This design comes from an exercise in tuning for small area, a short achievable clock period and few clock cycles per item on the open sky130 flow, not from production work. RTL that was checked went through simulation tests only; none was proved equivalent to the original. The RTL of runs 2 and 7 was laid out without a check of its function.

`design/flow/config.mk`:
```
export PLATFORM = sky130hd
export DESIGN_NAME = Reconstructor
export DESIGN_NICKNAME = Reconstructor
export VERILOG_FILES = /design/flow/design.v
export SDC_FILE = /design/flow/constraint.sdc
export NUM_CORES = 4
export LEC_CHECK = 0
export CAP_MARGIN = 20
export CORE_MARGIN = 2
export CORE_UTILIZATION = 40
export PLACE_DENSITY = 0.6
export SLEW_MARGIN = 20
```
`design/flow/constraint.sdc`:
```
create_clock -name core_clock -period 11.0 [get_ports {CLK}]
set_input_delay 2.2000 -clock core_clock [delete_from_list [all_inputs] [get_ports {CLK}]]
set_output_delay 2.2000 -clock core_clock [all_outputs]
set_load 0.01 [all_outputs]
```
`design/flow/design.v`:
```
`timescale 1ns / 1ps
module Reconstructor(
    input enable,
    input CLK,
    input reset,
    input [7:0]height,
    input [7:0]width,
    input Vector_sig,
    input [7:0]mv_x,
    input [7:0]addr_x,
    input [7:0]mv_y,
    input [7:0]addr_y,
    output Nxt_block_sig,
	 input [1:0]data_type,
	 output [15:0]Tindex,
	 input [5:0]pdi,
	 output [15:0]index,
	 output we,
	 output [8:0]datax_out,
	 output [8:0]datay_out,
	 output [5:0]pdo
    );
reg [2:0] state;
reg [2:0] next_state;
assign Nxt_block_sig = (state == waiting);
parameter idle = 3'd0;
parameter waiting = 3'd1;
parameter bgen = 3'd2;
parameter ogen = 3'd3;
parameter comset = 3'd4;
reg Blo_fin;
reg OA_fin;
reg Com_fin;
reg Type_fin;
always @(posedge CLK or posedge reset)
	begin
		if (reset)
			state <= idle;
		else
			state <= next_state;
	end
always @(*)
	begin
		case (state)
			idle :
				begin 
					if (enable)
						next_state <= waiting;
					else	
						next_state <= idle;
				end
			waiting :
				if (Vector_sig)
					begin
						next_state <= bgen;
					end
				else
					begin
						next_state <= waiting;
					end
			bgen :
				begin 
					if (Blo_fin)
						next_state <= ogen;
					else	
						next_state <= bgen;
				end
			ogen :
				begin 
					if (OA_fin)
						next_state <= comset;
					else	
						next_state <= ogen;
				end
			comset :
				begin 
					if (Com_fin)
						next_state <= waiting;
					else	if (Com_fin)
						next_state <= idle;
					else
						next_state <= comset;
				end
			default :
				next_state <= idle;
		endcase
	end
reg [7:0]Raddr_x[0:3];
reg [7:0]Raddr_y[0:3];
wire [7:0]lookup;
assign lookup = Raddr_x[0];
reg c0;
always @(posedge CLK)
	begin
		if (state == idle)
			begin
				Blo_fin <= 0;
				c0 <= 1'b0;
				Raddr_x[0] <= 0; Raddr_x[1] <= 0; Raddr_x[2] <= 0; Raddr_x[3] <= 0;
				Raddr_y[0] <= 0; Raddr_y[1] <= 0; Raddr_y[2] <= 0; Raddr_y[3] <= 0;
			end
		else if (state == bgen)
			case (c0)
				1'b0 :
					begin
						c0 <= 1'b1;
						Blo_fin <= 1;
						Raddr_x[0] <= baddr1 (mv_x, addr_x);  
						Raddr_y[0] <= baddr1 (mv_y, addr_y);
						Raddr_x[1] <= baddr4 (mv_x, addr_x);  
						Raddr_y[1] <= baddr1 (mv_y, addr_y);
						Raddr_x[2] <= baddr1 (mv_x, addr_x);  
						Raddr_y[2] <= baddr4 (mv_y, addr_y);
						Raddr_x[3] <= baddr4 (mv_x, addr_x);  
						Raddr_y[3] <= baddr4 (mv_y, addr_y);
					end
				1'b1 :
					begin
						Blo_fin <= 0;
						c0 <= 1'b0;
					end
			endcase
	end
function [7:0] baddr1;
  input [7:0] mv, addr;
  begin
    baddr1 = ((mv + (addr-1)*4 ) >> 2) + 1;
  end
endfunction
function [7:0] baddr2;
  input [7:0] mv, addr;
  begin
    baddr2 = ((mv + 1 + (addr-1)*4 ) >> 2) + 1;
  end
endfunction
function [7:0] baddr3;
  input [7:0] mv, addr;
  begin
    baddr3 = ((mv + 2 + (addr-1)*4 ) >> 2) + 1;
  end
endfunction
function [7:0] baddr4;
  input [7:0] mv, addr;
  begin
    baddr4 = ((mv + addr*4 - 1) >> 2)+ 1;
  end
endfunction
reg c1;
reg [4:0]OAvalue[0:3];
always @(posedge CLK)
	begin
		if (state == idle)
			begin
				c1 <= 0;
				OA_fin <= 1'b0;
			end
		else if (state == ogen)
			case (c1)
				1'b0 :
					begin
						OA_fin <= 1'b1;
						c1 <= 1'b1;
						OAvalue[0] = inBlock(baddr1(mv_x,addr_x),baddr1(mv_y,addr_y),Raddr_x[0],Raddr_y[0])
										+	inBlock(baddr1(mv_x,addr_x),baddr2(mv_y,addr_y),Raddr_x[0],Raddr_y[0])
										+	inBlock(baddr1(mv_x,addr_x),baddr3(mv_y,addr_y),Raddr_x[0],Raddr_y[0])
										+	inBlock(baddr1(mv_x,addr_x),baddr4(mv_y,addr_y),Raddr_x[0],Raddr_y[0])
										+	inBlock(baddr2(mv_x,addr_x),baddr1(mv_y,addr_y),Raddr_x[0],Raddr_y[0])
										+	inBlock(baddr2(mv_x,addr_x),baddr2(mv_y,addr_y),Raddr_x[0],Raddr_y[0])
										+	inBlock(baddr2(mv_x,addr_x),baddr3(mv_y,addr_y),Raddr_x[0],Raddr_y[0])
										+	inBlock(baddr2(mv_x,addr_x),baddr4(mv_y,addr_y),Raddr_x[0],Raddr_y[0])
										+	inBlock(baddr3(mv_x,addr_x),baddr1(mv_y,addr_y),Raddr_x[0],Raddr_y[0])
										+	inBlock(baddr3(mv_x,addr_x),baddr2(mv_y,addr_y),Raddr_x[0],Raddr_y[0])
										+	inBlock(baddr3(mv_x,addr_x),baddr3(mv_y,addr_y),Raddr_x[0],Raddr_y[0])
										+	inBlock(baddr3(mv_x,addr_x),baddr4(mv_y,addr_y),Raddr_x[0],Raddr_y[0])
										+	inBlock(baddr4(mv_x,addr_x),baddr1(mv_y,addr_y),Raddr_x[0],Raddr_y[0])
										+	inBlock(baddr4(mv_x,addr_x),baddr2(mv_y,addr_y),Raddr_x[0],Raddr_y[0])
										+	inBlock(baddr4(mv_x,addr_x),baddr3(mv_y,addr_y),Raddr_x[0],Raddr_y[0])
										+	inBlock(baddr4(mv_x,addr_x),baddr4(mv_y,addr_y),Raddr_x[0],Raddr_y[0]);
						OAvalue[1] = inBlock(baddr1(mv_x,addr_x),baddr1(mv_y,addr_y),Raddr_x[1],Raddr_y[1])
										+	inBlock(baddr1(mv_x,addr_x),baddr2(mv_y,addr_y),Raddr_x[1],Raddr_y[1])
										+	inBlock(baddr1(mv_x,addr_x),baddr3(mv_y,addr_y),Raddr_x[1],Raddr_y[1])
										+	inBlock(baddr1(mv_x,addr_x),baddr4(mv_y,addr_y),Raddr_x[1],Raddr_y[1])
										+	inBlock(baddr2(mv_x,addr_x),baddr1(mv_y,addr_y),Raddr_x[1],Raddr_y[1])
										+	inBlock(baddr2(mv_x,addr_x),baddr2(mv_y,addr_y),Raddr_x[1],Raddr_y[1])
										+	inBlock(baddr2(mv_x,addr_x),baddr3(mv_y,addr_y),Raddr_x[1],Raddr_y[1])
										+	inBlock(baddr2(mv_x,addr_x),baddr4(mv_y,addr_y),Raddr_x[1],Raddr_y[1])
										+	inBlock(baddr3(mv_x,addr_x),baddr1(mv_y,addr_y),Raddr_x[1],Raddr_y[1])
										+	inBlock(baddr3(mv_x,addr_x),baddr2(mv_y,addr_y),Raddr_x[1],Raddr_y[1])
										+	inBlock(baddr3(mv_x,addr_x),baddr3(mv_y,addr_y),Raddr_x[1],Raddr_y[1])
										+	inBlock(baddr3(mv_x,addr_x),baddr4(mv_y,addr_y),Raddr_x[1],Raddr_y[1])
										+	inBlock(baddr4(mv_x,addr_x),baddr1(mv_y,addr_y),Raddr_x[1],Raddr_y[1])
										+	inBlock(baddr4(mv_x,addr_x),baddr2(mv_y,addr_y),Raddr_x[1],Raddr_y[1])
										+	inBlock(baddr4(mv_x,addr_x),baddr3(mv_y,addr_y),Raddr_x[1],Raddr_y[1])
										+	inBlock(baddr4(mv_x,addr_x),baddr4(mv_y,addr_y),Raddr_x[1],Raddr_y[1]);
						OAvalue[2] = inBlock(baddr1(mv_x,addr_x),baddr1(mv_y,addr_y),Raddr_x[2],Raddr_y[2])
										+	inBlock(baddr1(mv_x,addr_x),baddr2(mv_y,addr_y),Raddr_x[2],Raddr_y[2])
										+	inBlock(baddr1(mv_x,addr_x),baddr3(mv_y,addr_y),Raddr_x[2],Raddr_y[2])
										+	inBlock(baddr1(mv_x,addr_x),baddr4(mv_y,addr_y),Raddr_x[2],Raddr_y[2])
										+	inBlock(baddr2(mv_x,addr_x),baddr1(mv_y,addr_y),Raddr_x[2],Raddr_y[2])
										+	inBlock(baddr2(mv_x,addr_x),baddr2(mv_y,addr_y),Raddr_x[2],Raddr_y[2])
										+	inBlock(baddr2(mv_x,addr_x),baddr3(mv_y,addr_y),Raddr_x[2],Raddr_y[2])
										+	inBlock(baddr2(mv_x,addr_x),baddr4(mv_y,addr_y),Raddr_x[2],Raddr_y[2])
										+	inBlock(baddr3(mv_x,addr_x),baddr1(mv_y,addr_y),Raddr_x[2],Raddr_y[2])
										+	inBlock(baddr3(mv_x,addr_x),baddr2(mv_y,addr_y),Raddr_x[2],Raddr_y[2])
										+	inBlock(baddr3(mv_x,addr_x),baddr3(mv_y,addr_y),Raddr_x[2],Raddr_y[2])
										+	inBlock(baddr3(mv_x,addr_x),baddr4(mv_y,addr_y),Raddr_x[2],Raddr_y[2])
										+	inBlock(baddr4(mv_x,addr_x),baddr1(mv_y,addr_y),Raddr_x[2],Raddr_y[2])
										+	inBlock(baddr4(mv_x,addr_x),baddr2(mv_y,addr_y),Raddr_x[2],Raddr_y[2])
										+	inBlock(baddr4(mv_x,addr_x),baddr3(mv_y,addr_y),Raddr_x[2],Raddr_y[2])
										+	inBlock(baddr4(mv_x,addr_x),baddr4(mv_y,addr_y),Raddr_x[2],Raddr_y[2]);
						OAvalue[3] = inBlock(baddr1(mv_x,addr_x),baddr1(mv_y,addr_y),Raddr_x[3],Raddr_y[3])
										+	inBlock(baddr1(mv_x,addr_x),baddr2(mv_y,addr_y),Raddr_x[3],Raddr_y[3])
										+	inBlock(baddr1(mv_x,addr_x),baddr3(mv_y,addr_y),Raddr_x[3],Raddr_y[3])
										+	inBlock(baddr1(mv_x,addr_x),baddr4(mv_y,addr_y),Raddr_x[3],Raddr_y[3])
										+	inBlock(baddr2(mv_x,addr_x),baddr1(mv_y,addr_y),Raddr_x[3],Raddr_y[3])
										+	inBlock(baddr2(mv_x,addr_x),baddr2(mv_y,addr_y),Raddr_x[3],Raddr_y[3])
										+	inBlock(baddr2(mv_x,addr_x),baddr3(mv_y,addr_y),Raddr_x[3],Raddr_y[3])
										+	inBlock(baddr2(mv_x,addr_x),baddr4(mv_y,addr_y),Raddr_x[3],Raddr_y[3])
										+	inBlock(baddr3(mv_x,addr_x),baddr1(mv_y,addr_y),Raddr_x[3],Raddr_y[3])
										+	inBlock(baddr3(mv_x,addr_x),baddr2(mv_y,addr_y),Raddr_x[3],Raddr_y[3])
										+	inBlock(baddr3(mv_x,addr_x),baddr3(mv_y,addr_y),Raddr_x[3],Raddr_y[3])
										+	inBlock(baddr3(mv_x,addr_x),baddr4(mv_y,addr_y),Raddr_x[3],Raddr_y[3])
										+	inBlock(baddr4(mv_x,addr_x),baddr1(mv_y,addr_y),Raddr_x[3],Raddr_y[3])
										+	inBlock(baddr4(mv_x,addr_x),baddr2(mv_y,addr_y),Raddr_x[3],Raddr_y[3])
										+	inBlock(baddr4(mv_x,addr_x),baddr3(mv_y,addr_y),Raddr_x[3],Raddr_y[3])
										+	inBlock(baddr4(mv_x,addr_x),baddr4(mv_y,addr_y),Raddr_x[3],Raddr_y[3]);
					end
				1'b1 :
					begin
						OA_fin <= 1'b0;
						c1 <= 1'b0;
					end
			endcase
	end
function  inBlock;
  input [7:0] addrx, addry, blockx, blocky;
  begin
    inBlock = (addrx == blockx) && (addry == blocky);
  end
endfunction
reg [1:0]ct;
reg [1:0]btype;
assign Tindex = (addr_y-1)*width + addr_x-1;
always @(posedge CLK)
	btype <= data_type;
reg [4:0]c2;
reg [5:0]p_out;
reg wlf;
reg [2:0]reg_index;
assign we = wlf;
assign index = Raddr_x[reg_index]-1 + (Raddr_y[reg_index]-1)*width ;
assign pdo = p_out;
assign datax_out = {1'b0,mv_x};
assign datay_out = {1'b0,mv_y};
always @(posedge CLK)
	begin
		if (state != comset)
			begin
				c2 <= 0;
				Com_fin <= 0;
				reg_index <= 0;
				wlf <= 0;
			end
		else if (state == comset)
			case (c2)
				4'd0	:
					begin
						c2 <= c2+1;
						wlf <= 0; 
						p_out <= OAvalue[reg_index] + btype*4;
						reg_index <= 0;
					end
				4'd1	:
					begin
						if ( p_out > pdi ) begin wlf <= 1; c2 <= c2+1; end
						else begin c2 <= c2+2; reg_index <= 1; end
					end
				4'd2	:
					begin
						c2 <= c2+1;
						wlf <= 0;
						reg_index <= 1;
					end
				4'd3	:
					begin
						c2 <= c2+1;
						wlf <= 0; 
						p_out <= OAvalue[reg_index] + btype*4;
					end
				4'd4	:
					begin
						if ( p_out > pdi ) begin wlf <= 1; c2 <= c2+1; end
						else begin c2 <= c2+2; reg_index <= 2; end
					end
				4'd5	:
					begin
						c2 <= c2+1;
						wlf <= 0;
						reg_index <= 2;
					end
				4'd6	:
					begin
						c2 <= c2+1;
						wlf <= 0; 
						p_out <= OAvalue[reg_index] + btype*4;
					end
				4'd7	:
					begin
						if ( p_out > pdi ) begin wlf <= 1; c2 <= c2+1; end
						else begin c2 <= c2+2; reg_index <= 3; end
					end
				4'd8	:
					begin
						c2 <= c2+1;
						wlf <= 0;
						reg_index <= 3;
					end
				4'd9	:
					begin
						c2 <= c2+1;
						wlf <= 0; 
						p_out <= OAvalue[reg_index] + btype*4;
					end
				4'd10	:
					begin
						if ( p_out > pdi ) begin wlf <= 1; c2 <= c2+1; end
						else begin c2 <= c2+2; reg_index <= 0; end
					end
				4'd11	:
					begin
						c2 <= c2+1;
						wlf <= 0;
						reg_index <= 0;
					end
				4'd12 :
					begin
						c2 <= c2+1;
						Com_fin <= 1;
					end
				4'd13 :
					begin
						c2 <= 0;
						Com_fin <= 0;
					end
			endcase
	end
endmodule
```
`design/flow/run.sh`:
```
#!/bin/bash
# synth_recipe.tcl (not shown) runs the flow's synth.tcl, then flattens the netlist and writes it again
# the make line also repeats each setting of config.mk as NAME=value (left out here)
make -C /OpenROAD-flow-scripts/flow DESIGN_CONFIG=/design/flow/config.mk WORK_HOME=/design/flow/orfs CLKGATE_MAP_FILE= SYNTH_SCRIPT=/design/flow/synth_recipe.tcl finish
```
==> results of run 1 <==
logic make-up after synthesis:
| family | count (synthesis) |
|---|---|
| flip-flops | 74 |
| other | 1 |
| AND/OR/NAND/NOR | 621 |
| multiplexers | 26 |
| adder cells (fa/ha/maj) | 363 |
| AO/OA/AOI/OAI | 248 |
| XOR/XNOR | 295 |
| buffers and inverters | 381 |
area by class of cell:
type                            instances  area [um2]
Timing Repair Buffer                  134        1274
Sequential cell                        74        1757
Fill cell                            4290       23610
Multi-Input combinational cell       1555       14180
Clock buffer                           10       229.0
Inverter                              291        1092
Clock inverter                          6       115.1
Tap cell                              585       732.0
synth_stat cells, types with 5 or more instances:
master	n	area [um2]
buf_4	18	135.1
o31ai_1	6	45.04
nor2b_1	39	244.0
dfxtp_1	45	900.9
nor3b_1	10	75.07
o21bai_1	10	75.07
or2_2	11	68.82
nand2_1	199	747.0
and2_1	69	431.7
o21a_1	15	112.6
mux2i_1	20	200.2
nor3_1	49	245.2
a21o_1	25	187.7
nand4_1	10	62.56
mux4_2	5	112.6
xnor2_1	177	1550
xnor3_1	22	495.5
and4_1	12	105.1
nor2_1	94	352.8
and3_1	17	106.4
fa_1	181	3623
nand3_1	44	220.2
xor2_1	90	788.3
a31oi_1	7	43.79
clkbuf_1	61	229.0
ha_1	182	2277
edfxtp_1	26	780.8
nand3b_1	6	45.04
o21ai_0	36	180.2
or3_1	6	37.54
a21oi_1	83	415.4
nor4bb_1	5	50.05
inv_1	291	1092
buf_1	5	18.77
a211oi_1	27	202.7
nand2b_1	15	93.84
layer usage:
layer  global-route usage, %  vias to the layer above  wire length [um]  part of all wire [%]
met5                       0                        -                 0                     0
met4                   4.485                        0               828                   2.0
met3                   1.743                       50              1334                   3.2
met2                   32.59                      264             19920                    48
met1                   25.64                     6674             19460                    47
li1                        -                     6634                 -                     -
how the worst min path moves through the flow:
stage                 start  cells after the start  slack [ns]       end
floorplan           Com_fin                      1        0.45  state[2]
global placement        wlf                      2        0.46       wlf
detailed placement      wlf                      2        0.47       wlf
CTS                     wlf                      2        0.48       wlf
global route            wlf                      2        0.51       wlf
finish                  wlf                      2        0.47       wlf
flip-flops by register name, summed over array words and instances (netlist names):
| signal | cells |
|---|---|
| Raddr_x | 16 |
| wlf | 1 |
| Blo_fin | 1 |
| Raddr_y | 16 |
| reg_index | 2 |
| OAvalue | 20 |
| state | 3 |
| Com_fin | 1 |
| btype | 2 |
| p_out | 6 |
| c2 | 5 |
| OA_fin | 1 |
placed cells by master, fill, tap and decap left out, drive strengths merged, types with 6 or more instances in the layout:
cell,count
nand4,11
a21oi,84
o21bai,10
and4,12
xnor3,22
nor2,96
xor2,90
ha,182
xnor2,179
o21ai,39
nor2b,39
clkdlybuf4s50,107
a31oi,7
nor3b,11
nand2b,15
o31ai,6
nand3,45
or3,6
and2,72
and3,17
fa,181
nand2,199
o21a,15
buf,27
mux2i,20
a21o,25
or2,13
nor3,50
clkbuf,10
dfxtp,45
a211oi,27
inv,292
nand3b,6
edfxtp,26
nor4,6
tightest hold or removal path, cell delays in order, from the launching register on:
cell and delay [ns]:
dfxtp_1 0.31, o21ai_0 0.06, a21oi_1 0.06
metrics by stage:
step | util, %
5_1_grt | 45.08
6_report | 45.08
3_3_place_gp | 44.23
4_1_cts | 45.03
3_5_place_dp | 44.23
2_1_floorplan | -
==> flow_summary.ini, run 1 <==
[synth]
seq_area_frac_synth_pct = 10.09
synth_compound_area_share_pct = 9.346
synth-edff-count = 26
syn_inst = 2009
synth_top_family_by_area = adder cells
syn_area_um2 = 17400
synth-warning-count = 4
synthMuxAreaShare_pct = 1.862
yosys.cell_types.count = 89
yosys.area_share.simple_pct = 19.00
synthXorXnorAreaFrac_pct = 17.08
async_reset_ff_share_pct = 4.054
ys.flop_type = dfxtp_1
ys_seq_elements = 74
synthAdderAreaFrac_pct = 33.91
syn_avg_cell_area_um2 = 8.662

[setup_path]
critPathMostFrequentCell = fa_1
crit_chain = clkdlybuf4s50_1 -> or4_4 -> nor2_4 -> nand3_2 -> xnor2_2 -> and2_1 -> fa_1 -> fa_1 -> fa_1 -> inv_1 -> fa_1 -> inv_1 -> fa_1 -> ha_1 -> a21o_1 -> a31oi_1 -> o211ai_1 -> a31o_2 -> a21oi_1 -> xnor2_1 -> clkdlybuf4s50_1
required_ns = 8.80
crit_path_end_kind = output pin
path_max_fanout = 5
critPathKind = primary input to output pin
path_buf_inv = 4
crit_family = adder cells
timing.rr.start = Raddr_y[2][0]
start_kind = primary input
cp_slowest_cell = or4_4
arrival_ns = 8.52
cp.depth = 21
r2r_slack_ns = 5.81
reg2reg_to = OAvalue[2][2]
startpoint = addr_y[0]
ff2ff_path_depth = 16
setup.worst_path.end = Tindex[15]
slowest_delay_ns = 0.56

[sta]
fin_worst_skew_ns = 0.01166
hold-worst-slack_ns = 0.4734
hold_violations = 0
final.period_utilization_pct = 97.42
rsz0062_at_grt = no
fmax_mhz = 93.32
min_period_ns = 10.72
report.final.slew_viol_count = 0
setup_slack_ns = 0.2836
tightest_slew_ns = 0.9809
fin_tns_setup_ns = 0
setup_viol = 0
max_slew_margin_pct = 34.60

[routing]
post_drt_wl_per_cell_um = 15.65
drtIter0Drc = 713
firstDrtPassIters = 5
antenna_left = 0
via_count = 13620
vias_per_cell = 5.131
routed_wirelength_um = 41540
route.detailed.drc = 0

[clock_network]
post_cts_buffers = 0
clk_pin_slew_ns = 0.06
hold_buffers = 0
worstSkewPairLatency_ns = 0.35
root_buffer = clkbuf_16
clockBufferDepth = 2
cts.sinks = 74
cts_resized = 0
cts_made_buffers = 9
cts_tree = yes
htreeDepth = 3

[floorplan]
start_util_pct = 40.49
rows = 76
die_h_um = 212.6
die_x_um = 212.6
die_area_um2 = 45190
num_io_pins = 118
coreArea_um2 = 42980

[placed_design]
gp_congestion = 0.8598
hpwl_um = 35000
preCtsSetupSlack_ns = 0.1230
dp_cells = 2639
place_area_um2 = 19010
portBuffers = 107

[finish]
final_nets = 2488
syn_to_final_growth_pct = 11.34
drive_above_1_share_pct = 4.589
final_area_um2 = 19380
antenna_cells = 0
fin_cells = 2655

[flow_run]
maxCapViolations = 0

[global_routing]
grt_start_max_net_pins = 44
grt_antenna_before_repair = 0
grt_pass1_wl_um = 68270
track_usage_pct = 18.92
grt_pass1_vias = 13540
overflow = 0

[hold_path]
hp-class = flop to flop

[outcome]
status = finished clean
Testbench counts, summed over its fixed seeds: cycles 90,520, vectors 5,350.
==> inputs of run 2 (changes only) <==
==> design/flow/design.v (replaced) <==
module Reconstructor(
    input enable,
    input CLK,
    input reset,
    input [7:0]height,
    input [7:0]width,
    input Vector_sig,
    input [7:0]mv_x,
    input [7:0]addr_x,
    input [7:0]mv_y,
    input [7:0]addr_y,
    output Nxt_block_sig,
    input [1:0]data_type,
    output [15:0]Tindex,
    input [5:0]pdi,
    output [15:0]index,
    output we,
    output [8:0]datax_out,
    output [8:0]datay_out,
    output [5:0]pdo
    );
localparam IDLE = 3'd0, WAIT = 3'd1, S1 = 3'd2, RD0 = 3'd3, CMP = 3'd4, RD = 3'd5;
reg [2:0] state;
reg [15:0] I, N;          
reg jxN, jyN, nval;       
reg [4:0] preg;           
reg [1:0] btype;
wire [1:0] rx = mv_x[1:0], ry = mv_y[1:0];
wire hasx = |rx, hasy = |ry;
function [4:0] oa;
  input jx, jy;
  input [1:0] rx, ry;
  reg [2:0] cx, cy;
  begin
    cx = jx ? {1'b0, rx} : (rx == 2'd0 ? 3'd4 : {1'b0, 2'd0 - rx});
    cy = jy ? {1'b0, ry} : (ry == 2'd0 ? 3'd4 : {1'b0, 2'd0 - ry});
    oa = cx * cy;
  end
endfunction
wire s_cmp = (state == CMP);
wire wr = s_cmp & ({1'b0, preg} > pdi);
wire last = ~nval;
wire bx = (state == RD0) ? 1'b0 : jxN;
wire by = (state == RD0) ? 1'b0 : jyN;
wire nx_v  = (~bx & hasx) | (~by & hasy);
wire nx_x  = ~bx & hasx;
wire nx_y  = (~bx & hasx) ? by : 1'b1;
wire tgt_x = (state == S1) ? 1'b0 : nx_x;
wire tgt_y = (state == S1) ? 1'b0 : nx_y;
wire tmode = (state == IDLE) | (state == WAIT) | (s_cmp & last);
wire [7:0] op = tmode ? addr_y : addr_y + mv_y[7:2] + {7'd0, tgt_y};
wire [7:0] ax = tmode ? addr_x : addr_x + mv_x[7:2] + {7'd0, tgt_x};
wire [15:0] M = op * width + {8'd0, ax} + {8'hFF, ~width};
assign Nxt_block_sig = (state == WAIT) | (s_cmp & last & ~wr);
assign Tindex = I;
assign index = (s_cmp & ~wr) ? N : I;
assign we = wr;
assign pdo = {1'b0, preg};
assign datax_out = {1'b0, mv_x};
assign datay_out = {1'b0, mv_y};
always @(posedge CLK or posedge reset)
  if (reset)
    state <= IDLE;
  else
    case (state)
      IDLE: if (enable) state <= WAIT;
      WAIT: if (Vector_sig) state <= S1;
      S1:   state <= RD0;
      RD0:  state <= CMP;
      CMP:  if (last) state <= (~wr & Vector_sig) ? S1 : WAIT;
            else if (wr) state <= RD;
      RD:   state <= CMP;
      default: state <= IDLE;
    endcase
always @(posedge CLK) begin
  case (state)
    IDLE, WAIT, S1: I <= M;
    RD0: begin
      N <= M; nval <= nx_v; jxN <= nx_x; jyN <= nx_y;
      btype <= data_type;
      preg <= oa(1'b0, 1'b0, rx, ry) + {data_type, 2'b00};
    end
    CMP: if (last) I <= M;
         else begin
           I <= N;
           preg <= oa(jxN, jyN, rx, ry) + {btype, 2'b00};
           N <= M; nval <= nx_v; jxN <= nx_x; jyN <= nx_y;
         end
    default: ;
  endcase
end
endmodule
==> run 2 against run 1 <==
Against the previous run: routed wire length is 69% lower; via count is 66% lower; worst hold slack better by 0.080 ns; design area is 62% lower; die area is 64% lower; clock skew is 0.0040 ns lower.
==> flow_summary.ini, run 2 <==
[finish]
final_cell_mix = 106 x clkdlybuf4s50_1, 94 x inv_1, 80 x nand2_1, 76 x ha_1, 58 x fa_1
fin_cells = 926
fin_util_pct = 49.37
syn_to_final_growth_pct = 21.21
antenna_cells = 0
final_nets = 931
final_area_um2 = 7450
drive_above_1_share_pct = 5.014
layout_commonest_cell = clkdlybuf4s50_1
fill_cells = 1420

[routing]
post_drt_wl_per_cell_um = 13.90
routed_wirelength_um = 12870
firstDrtPassIters = 4
antenna_left = 0
via_count = 4579
vias_per_cell = 4.945
route.detailed.drc = 0
drtIter0Drc = 144

[setup_path]
path_buf_inv = 5
slowest_delay_ns = 0.62
path_max_fanout = 9
crit_family = adder cells
critPathMostFrequentCell = fa_1
crit_path_end_kind = flop
arrival_ns = 9.86
r2r_slack_ns = 3.31
critPathKind = primary input to flop
cp_slowest_cell = xor2_1
start_kind = primary input
required_ns = 11.03

[sta]
rsz0062_at_grt = no
report.final.slew_viol_count = 0
min_period_ns = 9.832
fmax_mhz = 101.7
hold_violations = 0
setup_viol = 0
fin_worst_skew_ns = 0.007657
final.period_utilization_pct = 89.38
tightest_slew_ns = 1.046
max_slew_margin_pct = 30.11
hold-worst-slack_ns = 0.5532
fin_tns_setup_ns = 0

[synth]
async_reset_ff_share_pct = 6.667
synth-edff-count = 42
syn_area_um2 = 6146
seq_area_frac_synth_pct = 21.74
syn_inst = 652
ys_seq_elements = 45
synth-warning-count = 1
ys.flop_type = edfxtp_1
synth_most_common_cell = inv_1
yosysTopAreaCell = edfxtp_1
synth_commonest_cells = 94 x inv_1, 80 x nand2_1, 76 x ha_1, 58 x fa_1, 42 x edfxtp_1
synthTopCellsByArea = edfxtp_1 21%, fa_1 19%, ha_1 15%
yosys.cell_types.count = 57
synth_top_area_share_pct = 20.52
syn_avg_cell_area_um2 = 9.426

[clock_network]
worstSkewPairLatency_ns = 0.29
htreeDepth = 2
clk_pin_slew_ns = 0.06
clockBufferDepth = 2
root_buffer = clkbuf_16
cts.sinks = 45
cts_tree = yes
cts_made_buffers = 5
post_cts_buffers = 0
cts_resized = 0
hold_buffers = 0

[global_routing]
grt_start_max_net_pins = 24
grt_pass1_vias = 4777
track_usage_pct = 16.26
grt_antenna_before_repair = 0
overflow = 0
grt_pass1_wl_um = 22020

[hold_path]
hp-class = flop to flop

[floorplan]
start_util_pct = 40.73
die_area_um2 = 16370
die_h_um = 128.0
rows = 45
num_io_pins = 118
die_x_um = 128.0
coreArea_um2 = 15090

[placed_design]
gp_congestion = 0.8300
dp_cells = 918
hpwl_um = 10930
place_area_um2 = 7256
portBuffers = 106

[flow_run]
maxCapViolations = 0

[outcome]
status = finished clean
==> run 2: worst min-delay path, stage by stage, from the launching register on <==
cell,delay [ns]
edfxtp_1,0.35
nand2_1,0.05
nand2_1,0.05
==> run 2: cell families (layout without fill, tap and decap cells) <==
| family | count (synthesis) | count (layout) | synth area share, % |
|---|---|---|---|
| DFF | 45 | 45 | 21.74 |
| adders and majority gates | 134 | 134 | 34.36 |
| and+or+nand+nor | 191 | 191 | 15.02 |
| xor gates and xnor gates | 27 | 27 | 3.848 |
| buffers and inverters | 127 | 211 | 9.202 |
| muxes | 30 | 30 | 5.436 |
| other | 1 | 3 | 0.06102 |
| AOI/OAI and AO/OA | 97 | 97 | 10.32 |
==> run 2: per-stage QoR <==
step | worst slack (ns)
final | 1.168
after global routing | 0.6188
after CTS | 1.145
after detailed placement | 0.8607
after global placement | 0.9396
after floorplan | 2.057
==> run 2: layer usage <==
metal | routed length [um] | GRT usage, % | vias to the layer above
met1 | 6338 | 21.96 | 2154
met3 | 472 | 1.795 | 5
met4 | 65 | 2.973 | 0
met2 | 5994 | 28.53 | 93
met5 | 0 | 0 | -
li1 | - | - | 2327
==> run 2: cell type report <==
cell class	instances	area (um2)	share of cell area, %
multi-input combinational	482	4252	57.07
sequential	45	1336	17.94
timing repair buffer	108	1076	14.44
inverter	95	356.6	4.787
tap	188	235.2	3.158
clock buffer	5	125.1	1.680
clock inverter	3	68.82	0.9237
==> run 2: worst paths after layout <==
check | to | depth (start not counted) | start
setup / recovery | I[15] | 29 | mv_x[0]
hold / removal | I[2] | 2 | N[2]
setup reg to reg | I[15] | 26 | state[1]
hold reg to reg | I[2] | 2 | N[2]
max in group asynchronous | state[1] | 2 | reset
min in group asynchronous | state[2] | 2 | reset
==> inputs of run 3 (changes only) <==
--- a/design/flow/design.v
+++ b/design/flow/design.v
@@ -28,3 +28,7 @@
 wire [1:0] rx = mv_x[1:0], ry = mv_y[1:0];
-wire hasx = |rx, hasy = |ry;
+reg hasx, hasy;
+always @(posedge CLK) begin
+  hasx <= |rx;
+  hasy <= |ry;
+end
 function [4:0] oa;
@@ -50,4 +54,9 @@
 wire tmode = (state == IDLE) | (state == WAIT) | (s_cmp & last);
-wire [7:0] op = tmode ? addr_y : addr_y + mv_y[7:2] + {7'd0, tgt_y};
-wire [7:0] ax = tmode ? addr_x : addr_x + mv_x[7:2] + {7'd0, tgt_x};
+reg [7:0] ry0, rx0;
+always @(posedge CLK) begin
+  ry0 <= addr_y + mv_y[7:2];
+  rx0 <= addr_x + mv_x[7:2];
+end
+wire [7:0] op = tmode ? addr_y : ry0 + {7'd0, tgt_y};
+wire [7:0] ax = tmode ? addr_x : rx0 + {7'd0, tgt_x};
 wire [15:0] M = op * width + {8'd0, ax} + {8'hFF, ~width};
--- a/design/flow/config.mk
+++ b/design/flow/config.mk
@@ -7,2 +7,3 @@
 export LEC_CHECK = 0
+export ABC_CLOCK_PERIOD_IN_PS = 6000
 export CAP_MARGIN = 20
@@ -11,2 +12,3 @@
 export PLACE_DENSITY = 0.6
+export SETUP_SLACK_MARGIN = 4.5
 export SLEW_MARGIN = 20
==> run 3 against run 2 <==
Against the previous run: first-iteration DRC count up 100%; highest routed layer unchanged; synthesized cell count up 13%; critical path type unchanged; critical path depth down 9; design area up 26%; worst hold slack worse by 0.012 ns.
==> flow_summary.ini, run 3 <==
[finish]
fill_cells = 1498
fin_cells = 1101
syn_to_final_growth_pct = 34.76
multi_input_area_um2 = 5286
antenna_cells = 0
regArea_um2 = 1700
final_cell_mix = 88 x inv_1, 86 x nand2_1, 64 x ha_1, 64 x clkdlybuf4s50_1, 52 x fa_1
final_nets = 1069
drive_above_1_share_pct = 25.34
fin_util_pct = 54.72
layout_commonest_cell = inv_1

[floorplan]
num_io_pins = 118
rows = 48
die_h_um = 135.8
die_x_um = 135.8
coreArea_um2 = 17120
start_util_pct = 40.61
die_area_um2 = 18450

[setup_path]
timing.rr.start = state[1]
slowest_delay_ns = 0.54
arrival_ns = 6.65
path_buf_inv = 6
crit_chain = buf_8 -> nand2_4 -> o21ai_4 -> buf_6 -> buf_4 -> nand2_1 -> fa_1 -> inv_1 -> fa_1 -> ha_1 -> fa_1 -> inv_1 -> fa_1 -> inv_1 -> ha_4 -> and3_4 -> a221oi_4 -> o21ai_4 -> a2111oi_4 -> and4b_1
reg2reg_to = I[13]
path_max_fanout = 5
startpoint = addr_y[4]
cp.depth = 20
critPathMostFrequentCell = fa_1
critPathKind = primary input to flop
crit_path_end_kind = flop
required_ns = 11.08
start_kind = primary input
crit_family = adder cells
r2r_slack_ns = 4.54
ff2ff_path_depth = 28
cp_slowest_cell = fa_1

[sta]
fin_tns_setup_ns = 0
rsz0062_at_grt = yes
tightest_slew_ns = 0.9971
hold_violations = 0
setup_slack_ns = 4.427
max_slew_margin_pct = 33.36
report.final.slew_viol_count = 0
hold-worst-slack_ns = 0.5410
final.period_utilization_pct = 59.75
fmax_mhz = 152.1
setup_viol = 0
min_period_ns = 6.573
fin_worst_skew_ns = 0.01144

[hold_path]
hp-class = flop to flop
whs_path_depth = 2
hold_end = I[2]
hold_start = N[2]

[placed_design]
portBuffers = 106
gp_congestion = 0.8049
dp_cells = 1038
preCtsSetupSlack_ns = 3.528
hpwl_um = 12370

[clock_network]
cts_made_buffers = 9
htreeDepth = 3
worstSkewPairLatency_ns = 0.34
clockBufferDepth = 2
root_buffer = clkbuf_16
hold_buffers = 0
cts_tree = yes
cts.sinks = 63
clk_pin_slew_ns = 0.06

[routing]
drtIter0Drc = 292
vias_per_cell = 4.958
post_drt_wl_per_cell_um = 14.85
routed_wirelength_um = 16350
via_count = 5459
route.detailed.drc = 0
firstDrtPassIters = 4
antenna_left = 0

[synth]
synth_most_common_cell = nand2_1
ys_seq_elements = 63
synth_commonest_cells = 101 x nand2_1, 97 x inv_1, 82 x ha_1, 56 x fa_1, 42 x edfxtp_1
synth_top_area_share_pct = 18.15
async_reset_ff_share_pct = 4.762
yosys.cell_types.count = 61
yosysTopAreaCell = edfxtp_1
syn_inst = 737
syn_avg_cell_area_um2 = 9.431
synth-warning-count = 1
synth-edff-count = 42
ys.flop_type = edfxtp_1
syn_area_um2 = 6950
seq_area_frac_synth_pct = 24.41
synthTopCellsByArea = edfxtp_1 18%, fa_1 16%, ha_1 15%

[global_routing]
overflow = 0
grt_start_max_net_pins = 29
track_usage_pct = 18.13
grt_pass1_vias = 5566
grt_antenna_before_repair = 0
grt_pass1_wl_um = 26720

[outcome]
status = finished clean

[flow_run]
maxCapViolations = 0
run 3: changes by cell type after synthesis, moves of 6 or more:
cell,before,now
nand2_1,80,101
ha_1,76,82
nor3b_1,7,1
dfxtp_1,0,18
xnor2_1,17,26
mux2_4,0,10
mux2_1,9,0
nand3_1,4,14
and3_1,1,8
o21ai_1,0,6
run 3: layout make-up:
type / count / share of cell area, %
repair buffers: 153 / 15.40
well taps: 225 / 3.006
clock buffers: 12 / 2.632
multi-input cells: 547 / 56.44
clock inverters: 4 / 0.4809
flip-flops and latches: 63 / 18.15
inverters: 97 / 3.887
run 3: cells by family after synthesis:
family	share of synthesized area, %
AO/OA/AOI/OAI	8.857
XOR/XNOR	4.411
adder cells (fa/ha/maj)	30.89
buffers and inverters	8.317
flip-flops	24.41
multiplexers	5.419
other	0.05395
AND/OR/NAND/NOR	17.64
run 3: how the worst max path moves through the flow:
stage / end / slack (ns)
2_1_floorplan: N[15] / 4.35
3_3_place_gp: N[15] / 3.55
3_5_place_dp: N[15] / 3.53
4_1_cts: I[13] / 4.37
5_1_grt: N[15] / 4.25
6_report: N[15] / 4.43
run 3: repair_timing:
item                       CTS  global route
gates resized for setup    191            57
cloned                       1             0
setup endpoints to repair   38            36
setup buffers               29            16
pin swaps                   28            31
run 3: tightest hold or removal path, stage by stage, from the launching register on:
cell and delay [ns]:
edfxtp_1 0.34, nand2_1 0.05, nand2_1 0.05
run 3: stage by stage:
| step | cell area [um2] |
|---|---|
| 4_1_cts | 9021 |
| 3_3_place_gp | 8235 |
| 5_1_grt | 9366 |
| 2_1_floorplan | 7109 |
| 6_report | 9366 |
| 3_5_place_dp | 8235 |
run 3: metal layers:
metal  vias to the layer above  wire [um]  GRT usage, %
met3                        11        792         3.430
met1                      2610       7681         24.02
met2                       116       7650         30.75
li1                       2722          -             -
met4                         0        227         4.282
met5                         -          0             0
Testbench counts of run 3, summed over its fixed seeds: cycles 37,029, vectors 5,350.
==> inputs of run 4 (changes only) <==
--- a/design/flow/config.mk
+++ b/design/flow/config.mk
@@ -7,3 +7,2 @@
 export LEC_CHECK = 0
-export ABC_CLOCK_PERIOD_IN_PS = 6000
 export CAP_MARGIN = 20
@@ -12,3 +11,2 @@
 export PLACE_DENSITY = 0.6
-export SETUP_SLACK_MARGIN = 4.5
 export SLEW_MARGIN = 20
==> run 4 against run 3 <==
Against the previous run: clock skew is 0.00056 ns lower; highest routed layer unchanged; via count is 5.3% lower; setup slack worse by 1.1 ns; largest cell class unchanged.
==> flow_summary.ini, run 4 <==
[outcome]
status = finished clean

[placed_design]
gp_congestion = 0.8314
hpwl_um = 11800
place_area_um2 = 8087
preCtsSetupSlack_ns = 2.963
portBuffers = 106

[setup_path]
ff2ff_path_depth = 27
path_max_fanout = 8
r2r_slack_ns = 3.46
critPathKind = primary input to flop
arrival_ns = 7.72
start_kind = primary input
required_ns = 11.08
crit_path_end_kind = flop

[clock_network]
htreeDepth = 3
clk_pin_slew_ns = 0.05
worstSkewPairLatency_ns = 0.33
cts_made_buffers = 9
hold_buffers = 0
cts_tree = yes
clockBufferDepth = 2
post_cts_buffers = 0
cts_resized = 0
cts.sinks = 63
root_buffer = clkbuf_16

[finish]
syn_to_final_growth_pct = 20.56
drive_above_1_share_pct = 6.031
final_area_um2 = 8379
antenna_cells = 0
final_nets = 1022
layout_commonest_cell = clkdlybuf4s50_1
final_cell_mix = 106 x clkdlybuf4s50_1, 101 x nand2_1, 97 x inv_1, 82 x ha_1, 56 x fa_1

[sta]
hold_violations = 0
final.period_utilization_pct = 69.39
fin_worst_skew_ns = 0.01087
max_slew_margin_pct = 29.76
setup_viol = 0
fmax_mhz = 131.0
tightest_slew_ns = 1.051
rsz0062_at_grt = no
setup_slack_ns = 3.367
report.final.slew_viol_count = 0
fin_tns_setup_ns = 0
min_period_ns = 7.633

[routing]
wl_met3_um = 713
post_drt_wl_per_cell_um = 13.36
antenna_left = 0
route.detailed.drc = 0
vias_per_cell = 4.903
drtIter0Drc = 232
wl_met1_um = 6743
firstDrtPassIters = 4
dr_wl_met2_um = 6455
via_count = 5168
routed_wirelength_um = 14080
top_layer = met4

[hold_path]
whs_path_depth = 2
hp-class = flop to flop

[floorplan]
die_x_um = 135.8
start_util_pct = 40.61
die_h_um = 135.8
rows = 48
num_io_pins = 118
coreArea_um2 = 17120
die_area_um2 = 18450

[synth]
yosys.cell_types.count = 61
syn_inst = 737
synth_top_area_share_pct = 18.15
synth-edff-count = 42
syn_avg_cell_area_um2 = 9.431
ys_seq_elements = 63
syn_area_um2 = 6950
synth_commonest_cells = 101 x nand2_1, 97 x inv_1, 82 x ha_1, 56 x fa_1, 42 x edfxtp_1
synth-warning-count = 1
yosysTopAreaCell = edfxtp_1
synth_most_common_cell = nand2_1
async_reset_ff_share_pct = 4.762
seq_area_frac_synth_pct = 24.41
synthTopCellsByArea = edfxtp_1 18%, fa_1 16%, ha_1 15%
ys.flop_type = edfxtp_1

[global_routing]
overflow = 0
track_usage_pct = 16.27
grt_pass1_vias = 5222
grt_start_max_net_pins = 29
grt_antenna_before_repair = 0
grt_pass1_wl_um = 24200

[flow_run]
maxCapViolations = 0
-- run 4: cell count changes in the layout (fill, tap and decap cells not counted), sizes merged --
cell | previous run | this run
buf | 64 | 0
clkbuf | 15 | 13
clkdlybuf4s15 | 14 | 0
clkdlybuf4s50 | 64 | 106
clkinv | 3 | 1
clkinvlp | 0 | 1
dlygate4sd2 | 7 | 0
dlymetal6s2s | 1 | 0
-- run 4: layout make-up --
type | count | area [um2]
multi-input cells | 547 | 4683
clock buffers | 13 | 250.2
well taps | 225 | 281.5
flip-flops and latches | 63 | 1697
inverters | 97 | 364.1
fillers | 1558 | 8737
clock inverters | 3 | 42.54
repair buffers | 106 | 1061
-- run 4: metrics by stage --
step                hold WS (ns)  utilization [%]  instances
global placement          0.5318            47.24       1038
CTS                       0.5513            48.95       1054
floorplan                 0.5035                -        739
finish                    0.5526            48.95       1054
detailed placement        0.5371            47.24       1038
global route              0.5885            48.95       1054
-- run 4: path summary, 6_finish.rpt --
check	start	endpoint
worst max-delay path	addr_y[5]	N[15]
worst min-delay path	N[2]	I[2]
worst max register to register	state[1]	N[15]
worst min register to register	N[2]	I[2]
max in group asynchronous	reset	state[0]
min in group asynchronous	reset	state[2]
-- run 4: critical path, stage by stage --
cell and delay [ns]:
clkdlybuf4s50_1 0.49, nand2_1 0.05, o21ai_1 0.35, nand2_1 0.16, fa_1 0.55, inv_1 0.05
fa_1 0.51, inv_1 0.05, fa_1 0.47, inv_1 0.05, fa_1 0.53, inv_1 0.05
fa_1 0.52, inv_1 0.04, ha_1 0.35, and3_1 0.24, a221oi_4 0.34, o21ai_2 0.17
a2111oi_2 0.30, and4b_1 0.22
-- run 4: per-layer routing --
layer	vias to the layer above	track usage, %
li1	2626	-
met1	2409	22.05
met2	122	27.05
met3	11	2.685
met4	0	4.398
met5	-	0
-- run 4: cell families (layout without fill, tap and decap cells) --
group	Yosys count	in the layout	share of synthesized area, %
flops	63	63	24.41
buf+inv	129	219	8.317
compound gates	92	92	8.857
fa+ha+maj	138	138	30.89
simple gates	248	248	17.64
mux	31	31	5.419
xor+xnor	35	35	4.411
other cells	1	3	0.05395
==> inputs of run 5 (changes only) <==
--- a/design/flow/config.mk
+++ b/design/flow/config.mk
@@ -7,2 +7,3 @@
 export LEC_CHECK = 0
+export ABC_CLOCK_PERIOD_IN_PS = 6000
 export CAP_MARGIN = 20
@@ -11,2 +12,3 @@
 export PLACE_DENSITY = 0.6
+export SETUP_SLACK_MARGIN = 3.5
 export SLEW_MARGIN = 20
==> run 5 against run 4 <==
Against the previous run: critical path depth fell by 1; still clean on timing, DRC and antenna; critical path type unchanged; clock-buffer cell count unchanged; register-to-register slack gained 0.56 ns; global-route usage hardly changed.
==> flow_summary.ini, run 5 <==
[setup_path]
crit_path_end_kind = flop
start_kind = primary input
crit_chain = clkdlybuf4s50_1 -> nand2_1 -> o21ai_2 -> and2_1 -> fa_1 -> fa_1 -> inv_1 -> fa_1 -> inv_1 -> fa_1 -> inv_1 -> fa_1 -> inv_1 -> ha_4 -> and3_1 -> a221oi_4 -> o21ai_4 -> a2111oi_4 -> and4b_1
critPathMostFrequentCell = fa_1
slowest_delay_ns = 0.55
required_ns = 11.08
path_max_fanout = 8
critPathKind = primary input to flop
arrival_ns = 7.32
cp_slowest_cell = fa_1
crit_family = adder cells
path_buf_inv = 5

[finish]
antenna_cells = 0
drive_above_1_share_pct = 8.982
final_nets = 1028
final_cell_mix = 102 x clkdlybuf4s50_1, 98 x nand2_1, 97 x inv_1, 80 x ha_1, 56 x fa_1
syn_to_final_growth_pct = 23.15
fin_util_pct = 50.01
layout_commonest_cell = clkdlybuf4s50_1
final_area_um2 = 8559
fin_cells = 1060

[sta]
report.final.slew_viol_count = 0
fin_worst_skew_ns = 0.01297
hold_violations = 0
rsz0062_at_grt = yes
hold-worst-slack_ns = 0.5522
fin_tns_setup_ns = 0
fmax_mhz = 138.3
final.period_utilization_pct = 65.75
tightest_slew_ns = 1.043
setup_viol = 0
max_slew_margin_pct = 30.31
min_period_ns = 7.232

[synth]
ys_seq_elements = 63
synth_top_area_share_pct = 18.15
synth-warning-count = 1
synthMuxAreaShare_pct = 5.419
synthXorXnorAreaFrac_pct = 4.410
seq_area_frac_synth_pct = 24.41
synthTopCellsByArea = edfxtp_1 18%, fa_1 16%, ha_1 15%
synth-edff-count = 42
yosys.area_share.simple_pct = 17.64
synth_commonest_cells = 101 x nand2_1, 97 x inv_1, 82 x ha_1, 56 x fa_1, 42 x edfxtp_1
syn_avg_cell_area_um2 = 9.431
synthAdderAreaFrac_pct = 30.89
yosys.cell_types.count = 61
async_reset_ff_share_pct = 4.762
syn_inst = 737
yosysTopAreaCell = edfxtp_1
synth_top_family_by_area = adder cells
syn_area_um2 = 6950
synth_compound_area_share_pct = 8.857
synth_most_common_cell = nand2_1
ys.flop_type = edfxtp_1

[floorplan]
start_util_pct = 40.61
die_area_um2 = 18450
num_io_pins = 118
die_h_um = 135.8
rows = 48
die_x_um = 135.8
coreArea_um2 = 17120

[clock_network]
cts.sinks = 63
cts_tree = yes
worstSkewPairLatency_ns = 0.34
cts_made_buffers = 9
hold_buffers = 0
clockBufferDepth = 2
htreeDepth = 3
clk_pin_slew_ns = 0.05
root_buffer = clkbuf_16

[flow_run]
maxCapViolations = 0

[global_routing]
grt_antenna_before_repair = 0
grt_pass1_vias = 5235
overflow = 0
grt_start_max_net_pins = 29
grt_pass1_wl_um = 24250
track_usage_pct = 16.30

[routing]
drtIter0Drc = 251
post_drt_wl_per_cell_um = 13.45
firstDrtPassIters = 4
route.detailed.drc = 0
antenna_left = 0
routed_wirelength_um = 14260
vias_per_cell = 4.906
via_count = 5200

[placed_design]
portBuffers = 106
hpwl_um = 11800
gp_congestion = 0.8314
dp_cells = 1038
place_area_um2 = 8087

[outcome]
status = finished clean

[hold_path]
hp-class = flop to flop
## run 5: cell count changes in the layout (fill, tap and decap cells not counted), moves of 3 or more
cell / change
o21ai_4: +3
nand2_1: -3
o21ai_2: +3
buf_4: +6
nand2_2: +3
clkdlybuf4s50_1: -4
o21ai_1: -4
dlymetal6s2s_1: +4
## run 5: area by class of cell
| class | count | area (um2) |
|---|---|---|
| fillers | 1552 | 8557 |
| flip-flops and latches | 63 | 1698 |
| clock inverters | 3 | 42.54 |
| multi-input cells | 547 | 4807 |
| well taps | 225 | 281.5 |
| clock buffers | 13 | 250.2 |
| inverters | 97 | 364.1 |
| repair buffers | 112 | 1116 |
## run 5: logic make-up (layout without fill, tap and decap cells)
logic type / Yosys count / count (layout)
AOI/OAI and AO/OA: 92 / 92
adders and majority gates: 138 / 138
DFF: 63 / 63
buffers and inverters: 129 / 225
muxes: 31 / 31
and+or+nand+nor: 248 / 248
other: 1 / 3
xor gates and xnor gates: 35 / 35
## run 5: tightest hold or removal path: cells and delay by family, from the launching register on
family           cells  cell delay [ns]
flip-flops           1             0.35
AND/OR/NAND/NOR      2             0.10
## run 5: per-stage QoR
step / setup slack (ns)
2_1_floorplan: 3.896
3_3_place_gp: 2.997
3_5_place_dp: 2.963
4_1_cts: 3.521
5_1_grt: 3.467
6_report: 3.768
## run 5: worst paths after layout
| path | start | slack [ns] | end | cells after the start |
|---|---|---|---|---|
| max | addr_y[3] | 3.77 | N[15] | 19 |
| min | N[2] | 0.55 | I[2] | 2 |
| max reg2reg | state[1] | 4.02 | N[15] | 27 |
| min reg2reg | N[2] | 0.55 | I[2] | 2 |
| max in group asynchronous | reset | 8.76 | state[1] | 2 |
| min in group asynchronous | reset | 2.09 | state[2] | 2 |
## run 5: layer usage
| layer | up-vias | GRT usage (%) | wire length, um |
|---|---|---|---|
| li1 | 2642 | - | - |
| met1 | 2429 | 22.07 | 6840 |
| met2 | 118 | 27.10 | 6614 |
| met3 | 11 | 2.685 | 638 |
| met4 | 0 | 4.398 | 169 |
| met5 | - | 0 | 0 |
## run 5: repair_timing
item                       4_1_cts  5_1_grt
setup endpoints to repair        3       15
pin swaps                        1        4
gates resized for setup          3       30
buffers inserted                 2        4
==> inputs of run 6 (changes only) <==
--- a/design/flow/config.mk
+++ b/design/flow/config.mk
@@ -11,4 +11,6 @@
 export CORE_UTILIZATION = 40
+export CTS_BUF_LIST = sky130_fd_sc_hd__clkbuf_8
+export CTS_CLUSTER_SIZE = 30
 export PLACE_DENSITY = 0.6
-export SETUP_SLACK_MARGIN = 3.5
+export SETUP_SLACK_MARGIN = 4.5
 export SLEW_MARGIN = 20
==> run 6 against run 5 <==
Against the previous run: still clean on timing, DRC and antenna; fmax up 11%; clock-buffer cell count down 3; flip-flop and latch count unchanged; final cell count grew 4.1%; non-clock buffer count grew 43; first-iteration DRC count increased by 9.2%; core utilization increased by 4.4 points; critical path type unchanged; largest cell class unchanged.
==> flow_summary.ini, run 6 <==
[finish]
drive_above_1_share_pct = 26.42
antenna_cells = 0
fin_util_pct = 54.38
layout_commonest_cell = inv_1
syn_to_final_growth_pct = 33.92
final_nets = 1071
final_cell_mix = 89 x inv_1, 87 x nand2_1, 64 x ha_1, 64 x clkdlybuf4s50_1, 53 x fa_1

[floorplan]
die_area_um2 = 18450
rows = 48
coreArea_um2 = 17120
die_x_um = 135.8
num_io_pins = 118
start_util_pct = 40.61
die_h_um = 135.8

[synth]
synth_commonest_cells = 101 x nand2_1, 97 x inv_1, 82 x ha_1, 56 x fa_1, 42 x edfxtp_1
synth_most_common_cell = nand2_1
synth_top_area_share_pct = 18.15
syn_avg_cell_area_um2 = 9.431
synth-warning-count = 1
ys_seq_elements = 63
seq_area_frac_synth_pct = 24.41
async_reset_ff_share_pct = 4.762
ys.flop_type = edfxtp_1
synth-edff-count = 42
syn_area_um2 = 6950
yosysTopAreaCell = edfxtp_1
synthTopCellsByArea = edfxtp_1 18%, fa_1 16%, ha_1 15%
syn_inst = 737
yosys.cell_types.count = 61

[sta]
min_period_ns = 6.513
max_slew_margin_pct = 33.01
final.period_utilization_pct = 59.21
fmax_mhz = 153.5
fin_worst_skew_ns = 0.02031
tightest_slew_ns = 1.002
rsz0062_at_grt = yes
report.final.slew_viol_count = 0
setup_viol = 0
hold_violations = 0
fin_tns_setup_ns = 0

[global_routing]
grt_antenna_before_repair = 0
grt_pass1_vias = 5589
overflow = 0
grt_pass1_wl_um = 26770
track_usage_pct = 18.26
use_met3_pct = 3.393
grt_start_max_net_pins = 29
use_met2_pct = 30.78
grt-busiest-layer = met2
use_met1_pct = 24.21

[clock_network]
htreeDepth = 3
worstSkewPairLatency_ns = 0.37
hold_buffers = 0
clockBufferDepth = 2
clk_pin_slew_ns = 0.07
cts_made_buffers = 9
cts.sinks = 63
cts_tree = yes
root_buffer = clkbuf_8

[placed_design]
hpwl_um = 12370
gp_congestion = 0.8049
portBuffers = 106

[setup_path]
start_kind = primary input
arrival_ns = 6.63
required_ns = 11.12
crit_path_end_kind = flop
path_max_fanout = 4
critPathKind = primary input to flop

[outcome]
status = finished clean

[flow_run]
maxCapViolations = 0

[routing]
routed_wirelength_um = 16420
via_count = 5518
route.detailed.drc = 0
antenna_left = 0
firstDrtPassIters = 5
post_drt_wl_per_cell_um = 14.88
drtIter0Drc = 274
vias_per_cell = 5.003

[hold_path]
hp-class = flop to flop
[run 6: metrics by stage]
stage / instances / instance area (um2) / worst slack (ns) / hold WS (ns)
6_report: 1103 / 9308 / 4.487 / 0.5446
4_1_cts: 1088 / 8975 / 4.403 / 0.5462
3_3_place_gp: 1038 / 8235 / 3.548 / 0.5135
2_1_floorplan: 739 / 7109 / 4.351 / 0.5035
5_1_grt: 1103 / 9308 / 4.281 / 0.5804
3_5_place_dp: 1038 / 8235 / 3.528 / 0.5284
[run 6: repair_timing]
action,CTS,global route
gates resized for setup,208,50
endpoints found under the setup margin,38,34
endpoints found under the hold margin,0,0
buffers inserted,33,14
pin swaps,42,27
gates cloned,1,0
[run 6: worst paths after layout]
| path | start | endpoint | slack, ns | depth (start not counted) |
|---|---|---|---|---|
| worst min-delay path | N[2] | I[2] | 0.54 | 2 |
| worst min register to register | N[2] | I[2] | 0.54 | 2 |
| min in group asynchronous | reset | state[1] | 2.00 | 2 |
| max in group asynchronous | reset | state[2] | 8.83 | 2 |
| worst max-delay path | addr_y[5] | N[15] | 4.49 | 19 |
| worst max register to register | state[1] | N[15] | 4.55 | 26 |
[run 6: area by class of cell]
type / instances / area [um2]
sequential: 63 / 1700
clock inverter: 6 / 52.55
clock buffer: 10 / 137.6
tap: 225 / 281.5
multi-input combinational: 547 / 5294
fill: 1510 / 7809
inverter: 97 / 364.1
timing repair buffer: 155 / 1478
[run 6: logic make-up after synthesis]
group	Yosys count	share of synthesized area (%)
XOR/XNOR	35	4.411
AND/OR/NAND/NOR	248	17.64
AO/OA/AOI/OAI	92	8.857
flip-flops	63	24.41
adder cells (fa/ha/maj)	138	30.89
multiplexers	31	5.419
buffers and inverters	129	8.317
other	1	0.05395
[run 6: critical path, stage by stage]
cell,delay (ns)
buf_8,0.10
nand2_4,0.05
o21ai_4,0.08
and2_4,0.16
fa_1,0.54
inv_2,0.05
fa_1,0.52
inv_2,0.04
fa_1,0.46
fa_1,0.54
inv_1,0.05
fa_2,0.53
inv_2,0.04
ha_4,0.15
a211o_1,0.28
a21oi_2,0.19
o21ai_4,0.11
a2111oi_4,0.29
and4b_1,0.23
[run 6: metal layers]
metal	share of wire, %	up-vias
li1	-	2721
met1	47	2655
met5	0	-
met2	47	127
met4	1.2	0
met3	4.5	15
==> inputs of run 7 (changes only) <==
--- a/design/flow/design.v
+++ b/design/flow/design.v
@@ -61,3 +61,5 @@
 wire [7:0] ax = tmode ? addr_x : rx0 + {7'd0, tgt_x};
-wire [15:0] M = op * width + {8'd0, ax} + {8'hFF, ~width};
+wire [15:0] r0 = {8'hFF, ~(width & {8{~op[0]}})};
+wire [14:0] pr = op[7:1] * width;
+wire [15:0] M = r0 + {pr, 1'b0} + {8'd0, ax};
 assign Nxt_block_sig = (state == WAIT) | (s_cmp & last & ~wr);
==> run 7 against run 6 <==
Against the previous run: still clean on timing, DRC and antenna; sequential share of layout area is 0.78 points higher; flip-flop and latch count unchanged; core utilization is 1.4 points higher; non-clock buffer count fell by 3; first-iteration DRC count down 33%; critical path type unchanged.
==> flow_summary.ini, run 7 <==
[synth]
synth_most_common_cell = inv_1
seq_area_frac_synth_pct = 25.71
ys.flop_type = edfxtp_1
yosys.cell_types.count = 48
synth-edff-count = 42
synth_top_area_share_pct = 19.11
syn_area_um2 = 6599
synth-warning-count = 1
syn_inst = 698
yosysTopAreaCell = edfxtp_1
ys_seq_elements = 63
synthTopCellsByArea = edfxtp_1 19%, ha_1 14%, fa_1 14%
async_reset_ff_share_pct = 4.762
syn_avg_cell_area_um2 = 9.454
synth_commonest_cells = 86 x inv_1, 76 x ha_1, 66 x nand2_1, 45 x fa_1, 42 x edfxtp_1

[sta]
rsz0062_at_grt = yes
max_slew_margin_pct = 31.90
final.period_utilization_pct = 67.48
setup_viol = 0
fmax_mhz = 134.7
hold_violations = 0
fin_worst_skew_ns = 0.009479
report.final.slew_viol_count = 0
min_period_ns = 7.423
fin_tns_setup_ns = 0
tightest_slew_ns = 1.019
hold-worst-slack_ns = 0.5555

[floorplan]
rows = 46
die_h_um = 132.4
num_io_pins = 118
die_area_um2 = 17540
die_x_um = 132.4
coreArea_um2 = 16000
start_util_pct = 41.24

[routing]
route.detailed.drc = 0
post_drt_wl_per_cell_um = 13.89
firstDrtPassIters = 4
drtIter0Drc = 184
via_count = 5111
routed_wirelength_um = 14650
antenna_left = 0
vias_per_cell = 4.845

[finish]
final_cell_mix = 85 x clkdlybuf4s50_1, 78 x inv_1, 63 x ha_1, 55 x nand2_1, 44 x fa_1
syn_to_final_growth_pct = 35.31
multi_input_area_um2 = 4931
regArea_um2 = 1700
fin_cells = 1055
antenna_cells = 0
drive_above_1_share_pct = 24.08
fin_util_pct = 55.80
fill_cells = 1426
layout_commonest_cell = clkdlybuf4s50_1
final_nets = 1015

[setup_path]
start_kind = primary input
path_max_fanout = 4
ff2ff_path_depth = 32
critPathKind = primary input to flop
crit_path_end_kind = flop
required_ns = 11.11
arrival_ns = 7.54

[global_routing]
grt_start_max_net_pins = 29
grt_antenna_before_repair = 0
grt_pass1_wl_um = 24340
grt_pass1_vias = 5294
track_usage_pct = 16.66
overflow = 0

[clock_network]
cts.sinks = 63
cts_made_buffers = 9
worstSkewPairLatency_ns = 0.35
hold_buffers = 0
root_buffer = clkbuf_8
clockBufferDepth = 2
htreeDepth = 3
clk_pin_slew_ns = 0.08
cts_tree = yes

[placed_design]
portBuffers = 106
gp_congestion = 0.7941
dp_cells = 996
hpwl_um = 11330

[outcome]
status = finished clean

[hold_path]
hp-class = flop to flop
whs_path_depth = 2

[flow_run]
maxCapViolations = 0
==> run 7: critical path: stages <==
cell       delay, ns
buf_8           0.10
a21oi_4         0.17
nor2b_4         0.06
fa_1            0.55
inv_2           0.04
fa_1            0.49
inv_1           0.05
fa_1            0.49
inv_2           0.04
fa_1            0.49
inv_2           0.05
ha_4            0.27
o21a_1          0.14
o31a_1          0.21
a21oi_2         0.06
fa_2            0.47
ha_4            0.30
nand2_2         0.06
o21ai_2         0.18
o2111ai_2       0.15
a21oi_2         0.25
nor3_2          0.08
o311ai_4        0.29
xnor2_2         0.09
mux2_4          0.26
==> run 7: timing repair <==
item | 4_1_cts | 5_1_grt
buffers inserted | 29 | 14
pin swaps | 41 | 35
setup endpoints to repair | 38 | 37
gates resized for setup | 118 | 46
==> run 7: worst paths after layout <==
path,endpoint,from,slack [ns]
max,I[15],addr_y[3],3.58
min,I[4],N[4],0.56
max reg2reg,I[15],state[1],3.78
min reg2reg,I[4],N[4],0.56
max in group asynchronous,state[2],reset,8.80
min in group asynchronous,state[1],reset,2.04
==> run 7: metal layers <==
metal  routed length (um)  vias to the layer above  track usage (%)
met2                 7188                       97            29.45
met5                    0                        -                0
met1                 6677                     2416            20.89
li1                     -                     2584                -
met3                  578                       14            2.797
met4                  206                        0            4.898
==> run 7: cells by family after synthesis <==
logic type	after synthesis	share of synthesized area, %
DFF	63	25.71
buffers and inverters	116	7.698
other	1	0.05683
muxes	32	5.404
and+or+nand+nor	208	15.70
xor gates and xnor gates	55	7.300
AOI/OAI and AO/OA	101	9.898
adders and majority gates	122	28.23
==> run 7: final cells by class <==
cell class              instances  area share (%)
multi-input cells             521           55.23
flip-flops and latches         63           19.04
repair buffers                152           16.27
inverters                      87           3.686
well taps                     216           3.027
clock buffers                   9           1.387
clock inverters                 7           1.359
==> run 7: per-stage QoR <==
| stage | setup WS (ns) | cell area [um2] |
|---|---|---|
| 5_1_grt | 3.407 | 8929 |
| 3_5_place_dp | 2.615 | 7936 |
| 3_3_place_gp | 2.702 | 7936 |
| 6_report | 3.577 | 8929 |
| 4_1_cts | 3.704 | 8637 |
| 2_1_floorplan | 3.541 | 6761 |

-- static timing again, ports no longer ideal --
In the flow no input, the clock included, has a driving cell. The finished layouts below were timed again as built, in two steps.
Step 1 sets driving cells, clkbuf_16 on the clock port and buf_2 on the other inputs (assumed; they add their load-dependent delay and slew).
Step 2, shift: input delay + t, output delay - t, t = (earliest + latest rising clock arrival at the registers) / 2. This alone moves slack from input paths to output paths.
Three values: no drivers, after step 1, after step 2; two values: the first two.
run | t, ns | setup WS [ns] | clock arrival spread, ns
run 1 | 0.380 | 0.284 / 0.262 / 0.262 | 0.012 / 0.012
run 2 | 0.318 | 1.168 / 1.179 / 0.862 | 0.007 / 0.007
run 3 | 0.373 | 4.427 / 4.421 / 4.048 | 0.011 / 0.011
run 4 | 0.367 | 3.367 / 3.377 / 3.010 | 0.011 / 0.010
run 5 | 0.368 | 3.768 / 3.785 / 3.417 | 0.013 / 0.013
run 6 | 0.404 | 4.487 / 4.477 / 4.073 | 0.022 / 0.021
run 7 | 0.387 | 3.577 / 3.576 / 3.190 | 0.009 / 0.009
After both steps setup and hold are still met in every run listed. For run 6, which loses most, drivers alone change the setup slack by -0.010 ns; drivers and shift together by -0.414 ns.
